What follows belongs to an exercise in optimizing a design on an open flow for small area and a short achievable clock period; a production flow would make more cautious choices.
RTL that was checked went through simulation tests only; none was proved equivalent to the original.

==> 06-27 <==
==> flow/design.v (excerpt) <==
module PWM_duty_cycle (
    input clk,
    input rst,
    input pwm_in,
    output reg [7:0] duty_cycle
);
make LEC_CHECK=0 CAP_MARGIN=80 CORE_MARGIN=2 CORE_UTILIZATION=40 SLEW_MARGIN=80 finish   # period 110.0 ns
run.sh (not shown) runs the stock make flow with config.mk's settings and CLKGATE_MAP_FILE= SYNTH_SCRIPT=/design/flow/synth_recipe.tcl, a recipe that flattens the netlist after the stock synthesis.
==> 09-08 (differences from 06-27) <==
--- a/flow/design.v
+++ b/flow/design.v
@@ -3,47 +3,48 @@
     input rst,
     input pwm_in,
     output reg [7:0] duty_cycle
 );
     reg [20:0] a;                        
     reg [15:0] t;                        
     reg        p;                        
     reg        first;                    
-    wire        fe = p & ~pwm_in;
-    wire        a_top = (a == 21'd1638375);  
-    wire [20:0] a_inc = a_top ? 21'd0 : a + 21'd25;
-    wire [22:0] n = {a, 2'b00};        
+    reg        ok;                       
+    reg  [7:0] q;                        
     reg [8:0] pr2;
     reg [12:0] pr3;
     reg [15:0] pr4;
-    reg qr7;
-    wire [15:0] T1 = t + 16'd3;
-    wire [16:0] tz1;               
+    reg [0:0] qh;
+    wire        fe = p & ~pwm_in;
+    wire [20:0] a_inc = (a == 21'd1638375) ? 21'd0 : a + 21'd25;
+    wire [22:0] n = {a, 2'b00};                         
+    wire [15:0] T1 = t + 16'd4;
+    wire [16:0] tz1;                   
     assign tz1[16] = 1'b1;
     genvar g1;
     generate for (g1 = 0; g1 < 16; g1 = g1 + 1) begin : g_tz1
         assign tz1[g1] = tz1[g1+1] & ~T1[g1];
     end endgenerate
-    wire [15:0] T2 = t + 16'd2;
-    wire [16:0] tz2;               
+    wire [15:0] T2 = t + 16'd3;
+    wire [16:0] tz2;                   
     assign tz2[16] = 1'b1;
     genvar g2;
     generate for (g2 = 0; g2 < 16; g2 = g2 + 1) begin : g_tz2
         assign tz2[g2] = tz2[g2+1] & ~T2[g2];
     end endgenerate
-    wire [15:0] T3 = t + 16'd1;
-    wire [16:0] tz3;               
+    wire [15:0] T3 = t + 16'd2;
+    wire [16:0] tz3;                   
     assign tz3[16] = 1'b1;
     genvar g3;
     generate for (g3 = 0; g3 < 16; g3 = g3 + 1) begin : g_tz3
         assign tz3[g3] = tz3[g3+1] & ~T3[g3];
     end endgenerate
-    wire [15:0] T4 = t;
-    wire [16:0] tz4;               
+    wire [15:0] T4 = t + 16'd1;
+    wire [16:0] tz4;                   
     assign tz4[16] = 1'b1;
     genvar g4;
     generate for (g4 = 0; g4 < 16; g4 = g4 + 1) begin : g_tz4
         assign tz4[g4] = tz4[g4+1] & ~T4[g4];
     end endgenerate
     wire [0:0] s1v22 = n[22];
     wire [1:0] s1b22;
     wire [0:0] s1d22;
@@ -183,20 +184,20 @@
     assign s1b14[4] = (~s1v14[3] & T1[3]) | (~(s1v14[3] ^ T1[3]) & s1b14[3]);
     assign s1b14[5] = (~s1v14[4] & T1[4]) | (~(s1v14[4] ^ T1[4]) & s1b14[4]);
     assign s1b14[6] = (~s1v14[5] & T1[5]) | (~(s1v14[5] ^ T1[5]) & s1b14[5]);
     assign s1b14[7] = (~s1v14[6] & T1[6]) | (~(s1v14[6] ^ T1[6]) & s1b14[6]);
     assign s1b14[8] = (~s1v14[7] & T1[7]) | (~(s1v14[7] ^ T1[7]) & s1b14[7]);
     assign s1b14[9] = (~s1v14[8] & T1[8]) | (~(s1v14[8] ^ T1[8]) & s1b14[8]);
     wire s1ge14 = ~s1b14[9] & tz1[9];
     wire [8:0] s1r14 = s1ge14 ? s1d14[8:0] : s1v14[8:0];
-    wire sm2 = 1'b0;   
+    wire sm2 = (a[20:12] == 0);          
     wire cb2 = p & (a[11:0] < 12'd25);   
     wire [8:0] pi2 = pr2 + cb2;
-    wire pe2 = ({7'd0, pi2} == T2);
+    wire pe2 = ({7'd0, pi2} == T2);     
     wire [8:0] P2 = (sm2 | pe2) ? 9'd0 : pi2;
     wire [9:0] s2v13 = {P2[8:0], n[13]};
     wire [10:0] s2b13;
     wire [9:0] s2d13;
     assign s2b13[0] = 1'b0;
     assign s2d13[0] = s2v13[0] ^ T2[0] ^ s2b13[0];
     assign s2d13[1] = s2v13[1] ^ T2[1] ^ s2b13[1];
     assign s2d13[2] = s2v13[2] ^ T2[2] ^ s2b13[2];
@@ -304,20 +305,20 @@
     assign s2b10[8] = (~s2v10[7] & T2[7]) | (~(s2v10[7] ^ T2[7]) & s2b10[7]);
     assign s2b10[9] = (~s2v10[8] & T2[8]) | (~(s2v10[8] ^ T2[8]) & s2b10[8]);
     assign s2b10[10] = (~s2v10[9] & T2[9]) | (~(s2v10[9] ^ T2[9]) & s2b10[9]);
     assign s2b10[11] = (~s2v10[10] & T2[10]) | (~(s2v10[10] ^ T2[10]) & s2b10[10]);
     assign s2b10[12] = (~s2v10[11] & T2[11]) | (~(s2v10[11] ^ T2[11]) & s2b10[11]);
     assign s2b10[13] = (~s2v10[12] & T2[12]) | (~(s2v10[12] ^ T2[12]) & s2b10[12]);
     wire s2ge10 = ~s2b10[13] & tz2[13];
     wire [12:0] s2r10 = s2ge10 ? s2d10[12:0] : s2v10[12:0];
-    wire sm3 = (a[20:8] == 0);              
+    wire sm3 = (a[20:8] == 0);          
     wire cb3 = p & (a[7:0] < 8'd25);   
     wire [12:0] pi3 = pr3 + cb3;
-    wire pe3 = ({3'd0, pi3} == T3);
+    wire pe3 = ({3'd0, pi3} == T3);     
     wire [12:0] P3 = (sm3 | pe3) ? 13'd0 : pi3;
     wire [13:0] s3v9 = {P3[12:0], n[9]};
     wire [14:0] s3b9;
     wire [13:0] s3d9;
     assign s3b9[0] = 1'b0;
     assign s3d9[0] = s3v9[0] ^ T3[0] ^ s3b9[0];
     assign s3d9[1] = s3v9[1] ^ T3[1] ^ s3b9[1];
     assign s3d9[2] = s3v9[2] ^ T3[2] ^ s3b9[2];
@@ -417,20 +418,22 @@
     assign s3b7[11] = (~s3v7[10] & T3[10]) | (~(s3v7[10] ^ T3[10]) & s3b7[10]);
     assign s3b7[12] = (~s3v7[11] & T3[11]) | (~(s3v7[11] ^ T3[11]) & s3b7[11]);
     assign s3b7[13] = (~s3v7[12] & T3[12]) | (~(s3v7[12] ^ T3[12]) & s3b7[12]);
     assign s3b7[14] = (~s3v7[13] & T3[13]) | (~(s3v7[13] ^ T3[13]) & s3b7[13]);
     assign s3b7[15] = (~s3v7[14] & T3[14]) | (~(s3v7[14] ^ T3[14]) & s3b7[14]);
     assign s3b7[16] = (~s3v7[15] & T3[15]) | (~(s3v7[15] ^ T3[15]) & s3b7[15]);
     wire s3ge7 = ~s3b7[16];
     wire [15:0] s3r7 = s3ge7 ? s3d7[15:0] : s3v7[15:0];
-    wire [4:0] al = a[4:0] - 5'd25;
-    wire [6:0] nd4 = {al, 2'b00};
-    wire [15:0] P4 = pr4;
-    wire [16:0] s4v6 = {P4[15:0], nd4[6]};
+    wire sm4 = (a[20:5] == 0);          
+    wire cb4 = p & (a[4:0] < 5'd25);   
+    wire [15:0] pi4 = pr4 + cb4;
+    wire pe4 = (pi4 == T4);     
+    wire [15:0] P4 = (sm4 | pe4) ? 16'd0 : pi4;
+    wire [16:0] s4v6 = {P4[15:0], n[6]};
     wire [17:0] s4b6;
     wire [16:0] s4d6;
     assign s4b6[0] = 1'b0;
     assign s4d6[0] = s4v6[0] ^ T4[0] ^ s4b6[0];
     assign s4d6[1] = s4v6[1] ^ T4[1] ^ s4b6[1];
     assign s4d6[2] = s4v6[2] ^ T4[2] ^ s4b6[2];
     assign s4d6[3] = s4v6[3] ^ T4[3] ^ s4b6[3];
     assign s4d6[4] = s4v6[4] ^ T4[4] ^ s4b6[4];
@@ -495,17 +498,17 @@
     assign s4b6[12] = s4g6[11] | (s4p6[11] & s4g6[10]) | (s4p6[11] & s4p6[10] & s4b6[10]);
     assign s4b6[13] = s4g6[12] | (s4p6[12] & s4b6[12]);
     assign s4b6[14] = s4g6[13] | (s4p6[13] & s4g6[12]) | (s4p6[13] & s4p6[12] & s4b6[12]);
     assign s4b6[15] = s4g6[14] | (s4p6[14] & s4b6[14]);
     assign s4b6[16] = s4g6[15] | (s4p6[15] & s4g6[14]) | (s4p6[15] & s4p6[14] & s4b6[14]);
     assign s4b6[17] = s4g6[16] | (s4p6[16] & s4b6[16]);
     wire s4ge6 = ~s4b6[17];
     wire [15:0] s4r6 = s4ge6 ? s4d6[15:0] : s4v6[15:0];
-    wire [16:0] s4v5 = {s4r6[15:0], nd4[5]};
+    wire [16:0] s4v5 = {s4r6[15:0], n[5]};
     wire [17:0] s4b5;
     wire [16:0] s4d5;
     assign s4b5[0] = 1'b0;
     assign s4d5[0] = s4v5[0] ^ T4[0] ^ s4b5[0];
     assign s4d5[1] = s4v5[1] ^ T4[1] ^ s4b5[1];
     assign s4d5[2] = s4v5[2] ^ T4[2] ^ s4b5[2];
     assign s4d5[3] = s4v5[3] ^ T4[3] ^ s4b5[3];
     assign s4d5[4] = s4v5[4] ^ T4[4] ^ s4b5[4];
@@ -570,17 +573,17 @@
     assign s4b5[12] = s4g5[11] | (s4p5[11] & s4g5[10]) | (s4p5[11] & s4p5[10] & s4b5[10]);
     assign s4b5[13] = s4g5[12] | (s4p5[12] & s4b5[12]);
     assign s4b5[14] = s4g5[13] | (s4p5[13] & s4g5[12]) | (s4p5[13] & s4p5[12] & s4b5[12]);
     assign s4b5[15] = s4g5[14] | (s4p5[14] & s4b5[14]);
     assign s4b5[16] = s4g5[15] | (s4p5[15] & s4g5[14]) | (s4p5[15] & s4p5[14] & s4b5[14]);
     assign s4b5[17] = s4g5[16] | (s4p5[16] & s4b5[16]);
     wire s4ge5 = ~s4b5[17];
     wire [15:0] s4r5 = s4ge5 ? s4d5[15:0] : s4v5[15:0];
-    wire [16:0] s4v4 = {s4r5[15:0], nd4[4]};
+    wire [16:0] s4v4 = {s4r5[15:0], n[4]};
     wire [17:0] s4b4;
     wire [16:0] s4d4;
     assign s4b4[0] = 1'b0;
     assign s4d4[0] = s4v4[0] ^ T4[0] ^ s4b4[0];
     assign s4d4[1] = s4v4[1] ^ T4[1] ^ s4b4[1];
     assign s4d4[2] = s4v4[2] ^ T4[2] ^ s4b4[2];
     assign s4d4[3] = s4v4[3] ^ T4[3] ^ s4b4[3];
     assign s4d4[4] = s4v4[4] ^ T4[4] ^ s4b4[4];
@@ -645,17 +648,17 @@
     assign s4b4[12] = s4g4[11] | (s4p4[11] & s4g4[10]) | (s4p4[11] & s4p4[10] & s4b4[10]);
     assign s4b4[13] = s4g4[12] | (s4p4[12] & s4b4[12]);
     assign s4b4[14] = s4g4[13] | (s4p4[13] & s4g4[12]) | (s4p4[13] & s4p4[12] & s4b4[12]);
     assign s4b4[15] = s4g4[14] | (s4p4[14] & s4b4[14]);
     assign s4b4[16] = s4g4[15] | (s4p4[15] & s4g4[14]) | (s4p4[15] & s4p4[14] & s4b4[14]);
     assign s4b4[17] = s4g4[16] | (s4p4[16] & s4b4[16]);
     wire s4ge4 = ~s4b4[17];
     wire [15:0] s4r4 = s4ge4 ? s4d4[15:0] : s4v4[15:0];
-    wire [16:0] s4v3 = {s4r4[15:0], nd4[3]};
+    wire [16:0] s4v3 = {s4r4[15:0], n[3]};
     wire [17:0] s4b3;
     wire [16:0] s4d3;
     assign s4b3[0] = 1'b0;
     assign s4d3[0] = s4v3[0] ^ T4[0] ^ s4b3[0];
     assign s4d3[1] = s4v3[1] ^ T4[1] ^ s4b3[1];
     assign s4d3[2] = s4v3[2] ^ T4[2] ^ s4b3[2];
     assign s4d3[3] = s4v3[3] ^ T4[3] ^ s4b3[3];
     assign s4d3[4] = s4v3[4] ^ T4[4] ^ s4b3[4];
@@ -720,17 +723,17 @@
     assign s4b3[12] = s4g3[11] | (s4p3[11] & s4g3[10]) | (s4p3[11] & s4p3[10] & s4b3[10]);
     assign s4b3[13] = s4g3[12] | (s4p3[12] & s4b3[12]);
     assign s4b3[14] = s4g3[13] | (s4p3[13] & s4g3[12]) | (s4p3[13] & s4p3[12] & s4b3[12]);
     assign s4b3[15] = s4g3[14] | (s4p3[14] & s4b3[14]);
     assign s4b3[16] = s4g3[15] | (s4p3[15] & s4g3[14]) | (s4p3[15] & s4p3[14] & s4b3[14]);
     assign s4b3[17] = s4g3[16] | (s4p3[16] & s4b3[16]);
     wire s4ge3 = ~s4b3[17];
     wire [15:0] s4r3 = s4ge3 ? s4d3[15:0] : s4v3[15:0];
-    wire [16:0] s4v2 = {s4r3[15:0], nd4[2]};
+    wire [16:0] s4v2 = {s4r3[15:0], n[2]};
     wire [17:0] s4b2;
     wire [16:0] s4d2;
     assign s4b2[0] = 1'b0;
     assign s4d2[0] = s4v2[0] ^ T4[0] ^ s4b2[0];
     assign s4d2[1] = s4v2[1] ^ T4[1] ^ s4b2[1];
     assign s4d2[2] = s4v2[2] ^ T4[2] ^ s4b2[2];
     assign s4d2[3] = s4v2[3] ^ T4[3] ^ s4b2[3];
     assign s4d2[4] = s4v2[4] ^ T4[4] ^ s4b2[4];
@@ -795,17 +798,17 @@
     assign s4b2[12] = s4g2[11] | (s4p2[11] & s4g2[10]) | (s4p2[11] & s4p2[10] & s4b2[10]);
     assign s4b2[13] = s4g2[12] | (s4p2[12] & s4b2[12]);
     assign s4b2[14] = s4g2[13] | (s4p2[13] & s4g2[12]) | (s4p2[13] & s4p2[12] & s4b2[12]);
     assign s4b2[15] = s4g2[14] | (s4p2[14] & s4b2[14]);
     assign s4b2[16] = s4g2[15] | (s4p2[15] & s4g2[14]) | (s4p2[15] & s4p2[14] & s4b2[14]);
     assign s4b2[17] = s4g2[16] | (s4p2[16] & s4b2[16]);
     wire s4ge2 = ~s4b2[17];
     wire [15:0] s4r2 = s4ge2 ? s4d2[15:0] : s4v2[15:0];
-    wire [16:0] s4v1 = {s4r2[15:0], nd4[1]};
+    wire [16:0] s4v1 = {s4r2[15:0], n[1]};
     wire [17:0] s4b1;
     wire [16:0] s4d1;
     assign s4b1[0] = 1'b0;
     assign s4d1[0] = s4v1[0] ^ T4[0] ^ s4b1[0];
     assign s4d1[1] = s4v1[1] ^ T4[1] ^ s4b1[1];
     assign s4d1[2] = s4v1[2] ^ T4[2] ^ s4b1[2];
     assign s4d1[3] = s4v1[3] ^ T4[3] ^ s4b1[3];
     assign s4d1[4] = s4v1[4] ^ T4[4] ^ s4b1[4];
@@ -870,17 +873,17 @@
     assign s4b1[12] = s4g1[11] | (s4p1[11] & s4g1[10]) | (s4p1[11] & s4p1[10] & s4b1[10]);
     assign s4b1[13] = s4g1[12] | (s4p1[12] & s4b1[12]);
     assign s4b1[14] = s4g1[13] | (s4p1[13] & s4g1[12]) | (s4p1[13] & s4p1[12] & s4b1[12]);
     assign s4b1[15] = s4g1[14] | (s4p1[14] & s4b1[14]);
     assign s4b1[16] = s4g1[15] | (s4p1[15] & s4g1[14]) | (s4p1[15] & s4p1[14] & s4b1[14]);
     assign s4b1[17] = s4g1[16] | (s4p1[16] & s4b1[16]);
     wire s4ge1 = ~s4b1[17];
     wire [15:0] s4r1 = s4ge1 ? s4d1[15:0] : s4v1[15:0];
-    wire [16:0] s4v0 = {s4r1[15:0], nd4[0]};
+    wire [16:0] s4v0 = {s4r1[15:0], n[0]};
     wire [17:0] s4b0;
     wire [16:0] s4d0;
     assign s4b0[0] = 1'b0;
     assign s4d0[0] = s4v0[0] ^ T4[0] ^ s4b0[0];
     assign s4d0[1] = s4v0[1] ^ T4[1] ^ s4b0[1];
     assign s4d0[2] = s4v0[2] ^ T4[2] ^ s4b0[2];
     assign s4d0[3] = s4v0[3] ^ T4[3] ^ s4b0[3];
     assign s4d0[4] = s4v0[4] ^ T4[4] ^ s4b0[4];
@@ -945,36 +948,40 @@
     assign s4b0[12] = s4g0[11] | (s4p0[11] & s4g0[10]) | (s4p0[11] & s4p0[10] & s4b0[10]);
     assign s4b0[13] = s4g0[12] | (s4p0[12] & s4b0[12]);
     assign s4b0[14] = s4g0[13] | (s4p0[13] & s4g0[12]) | (s4p0[13] & s4p0[12] & s4b0[12]);
     assign s4b0[15] = s4g0[14] | (s4p0[14] & s4b0[14]);
     assign s4b0[16] = s4g0[15] | (s4p0[15] & s4g0[14]) | (s4p0[15] & s4p0[14] & s4b0[14]);
     assign s4b0[17] = s4g0[16] | (s4p0[16] & s4b0[16]);
     wire s4ge0 = ~s4b0[17];
     wire [15:0] s4r0 = s4ge0 ? s4d0[15:0] : s4v0[15:0];
-    wire [7:0] q = {qr7, s4ge6, s4ge5, s4ge4, s4ge3, s4ge2, s4ge1, s4ge0};
+    wire [0:0] qhc = sm4 ? 1'd0 : qh + pe4;
+    wire [7:0] qn = {qhc, s4ge6, s4ge5, s4ge4, s4ge3, s4ge2, s4ge1, s4ge0};
     always @(posedge clk) begin
         pr2 <= s1r14;
         pr3 <= s2r10;
         pr4 <= s3r7;
-        qr7 <= s3ge7;
+        qh <= {s3ge7};
+        q <= qn;
     end
     always @(posedge clk or posedge rst) begin
         if (rst) begin
             a <= 21'd25;
             t <= 16'd0;
             p <= 1'b0;
             first <= 1'b1;
+            ok <= 1'b0;
             duty_cycle <= 8'd0;
         end else begin
+            if (fe & ok) duty_cycle <= q;
+            ok <= ~first & (t != 16'hffff);
             if (fe) begin
-                if (!first && !tz4[0]) duty_cycle <= q;
                 first <= 1'b0;
                 a <= 21'd25;
                 t <= 16'd0;
             end else begin
-                t <= T3;
+                t <= T4;
                 if (pwm_in) a <= a_inc;
             end
             p <= pwm_in;
         end
     end
 endmodule
==> flow/config.mk (replaced) <==
export PLATFORM = sky130hd
export DESIGN_NAME = PWM_duty_cycle
export DESIGN_NICKNAME = PWM_duty_cycle
export VERILOG_FILES = /design/flow/design.v
export SDC_FILE = /design/flow/constraint.sdc
export NUM_CORES = 4
export LEC_CHECK = 0
export CAP_MARGIN = 20
export CORE_MARGIN = 2
export CORE_UTILIZATION = 40
export SLEW_MARGIN = 20
==> impl_table.tex <==
\begin{tabular}{lr}
\hline
Metric & Value \\
\hline
\multicolumn{2}{l}{\textbf{Clock network}} \\
Clock slew seen by the registers of the worst setup and hold paths & 0.08 ns \\
\multicolumn{2}{l}{\textbf{Global routing}} \\
M3 GR Usage & 2.37\% \\
\multicolumn{2}{l}{\textbf{Cells and area}} \\
Proportion of cell area occupied by multi-input gates & 75.8\% \\
\# nets final & 1939 \\
Count of sequential standard cells & 95 \\
Area growth from synthesis to layout & 6.03\% \\
Design Area, Final & 0.0161 mm\^{}2 \\
\multicolumn{2}{l}{\textbf{Placed design}} \\
Pre-CTS setup slack & 85.88 ns \\
HPWL after detailed placement & 31200 um \\
Post-detailed-placement cell area & 0.0158 mm\^{}2 \\
\multicolumn{2}{l}{\textbf{Synth}} \\
Mapped Nets & 1958 \\
\multicolumn{2}{l}{\textbf{Floorplanning}} \\
Vertical die dimension & 199 um \\
\multicolumn{2}{l}{\textbf{Timing}} \\
Shortest period the worst path allows & 23.76 ns \\
\multicolumn{2}{l}{\textbf{Hold path}} \\
WHS Endpoint & duty\_cycle[6] \\
\multicolumn{2}{l}{\textbf{Critical path}} \\
Worst-path cell with the longest stage delay & dfrtp\_1 \\
Cell depth of the worst setup path & 90 \\
\multicolumn{2}{l}{\textbf{Outcome}} \\
Run status & no timing/DRC/antenna violations \\
\hline
\end{tabular}
That was 09-08.
==> impl_table.tex <==
\begin{tabular}{lr}
\hline
Metric & Value \\
\hline
\multicolumn{2}{l}{\textbf{Synth}} \\
Mapped Nets & 1825 \\
\multicolumn{2}{l}{\textbf{Critical path}} \\
Worst-path cell with the longest stage delay & mux2\_2 \\
\multicolumn{2}{l}{\textbf{Placed design}} \\
Pre-CTS setup slack & 86.38 ns \\
HPWL after detailed placement & 27600 um \\
Post-detailed-placement cell area & 0.0162 mm\^{}2 \\
\multicolumn{2}{l}{\textbf{Floorplanning}} \\
Vertical die dimension & 192 um \\
\multicolumn{2}{l}{\textbf{Cells and area}} \\
\# nets final & 1888 \\
Count of sequential standard cells & 86 \\
Proportion of cell area occupied by multi-input gates & 75.5\% \\
Area growth from synthesis to layout & 20.2\% \\
\multicolumn{2}{l}{\textbf{Outcome}} \\
Run status & no timing/DRC/antenna violations \\
\multicolumn{2}{l}{\textbf{Timing}} \\
Shortest period the worst path allows & 23.26 ns \\
\multicolumn{2}{l}{\textbf{Clock network}} \\
Clock slew seen by the registers of the worst setup and hold paths & 0.07 ns \\
\hline
\end{tabular}
That was 06-27.
For 09-08, only the layout was checked, not whether the RTL still works.

afterwards: timing with drivers on the ports:
The flow's constraints put no driver on any port. The routed layouts listed below were extracted and timed again, unchanged, in two steps. Step 1 assumes that a clkbuf_16 drives the clock port and a buf_2 every other input. Step 2 times the ports against the registers' clock, not the clock port: input delays grow and output delays shrink by t, the midpoint of the rising clock arrivals with the driver on. Three values: ideal ports, drivers, drivers and shift; two values: the first two.
| run | shift t [ns] | slack for setup (ns) | worst hold slack (ns) |
|---|---|---|---|
| 06-27 | 0.403 | 86.739 / 86.695 / 86.368 | 0.485 / 0.485 / 0.485 |
| 09-08 | 0.410 | 86.244 / 86.244 / 85.875 | 0.466 / 0.466 / 0.466 |
After both steps every run listed still meets setup and hold. The setup slack of 06-27, which loses most, moves by -0.044 ns with the drivers and by -0.371 ns with both steps.
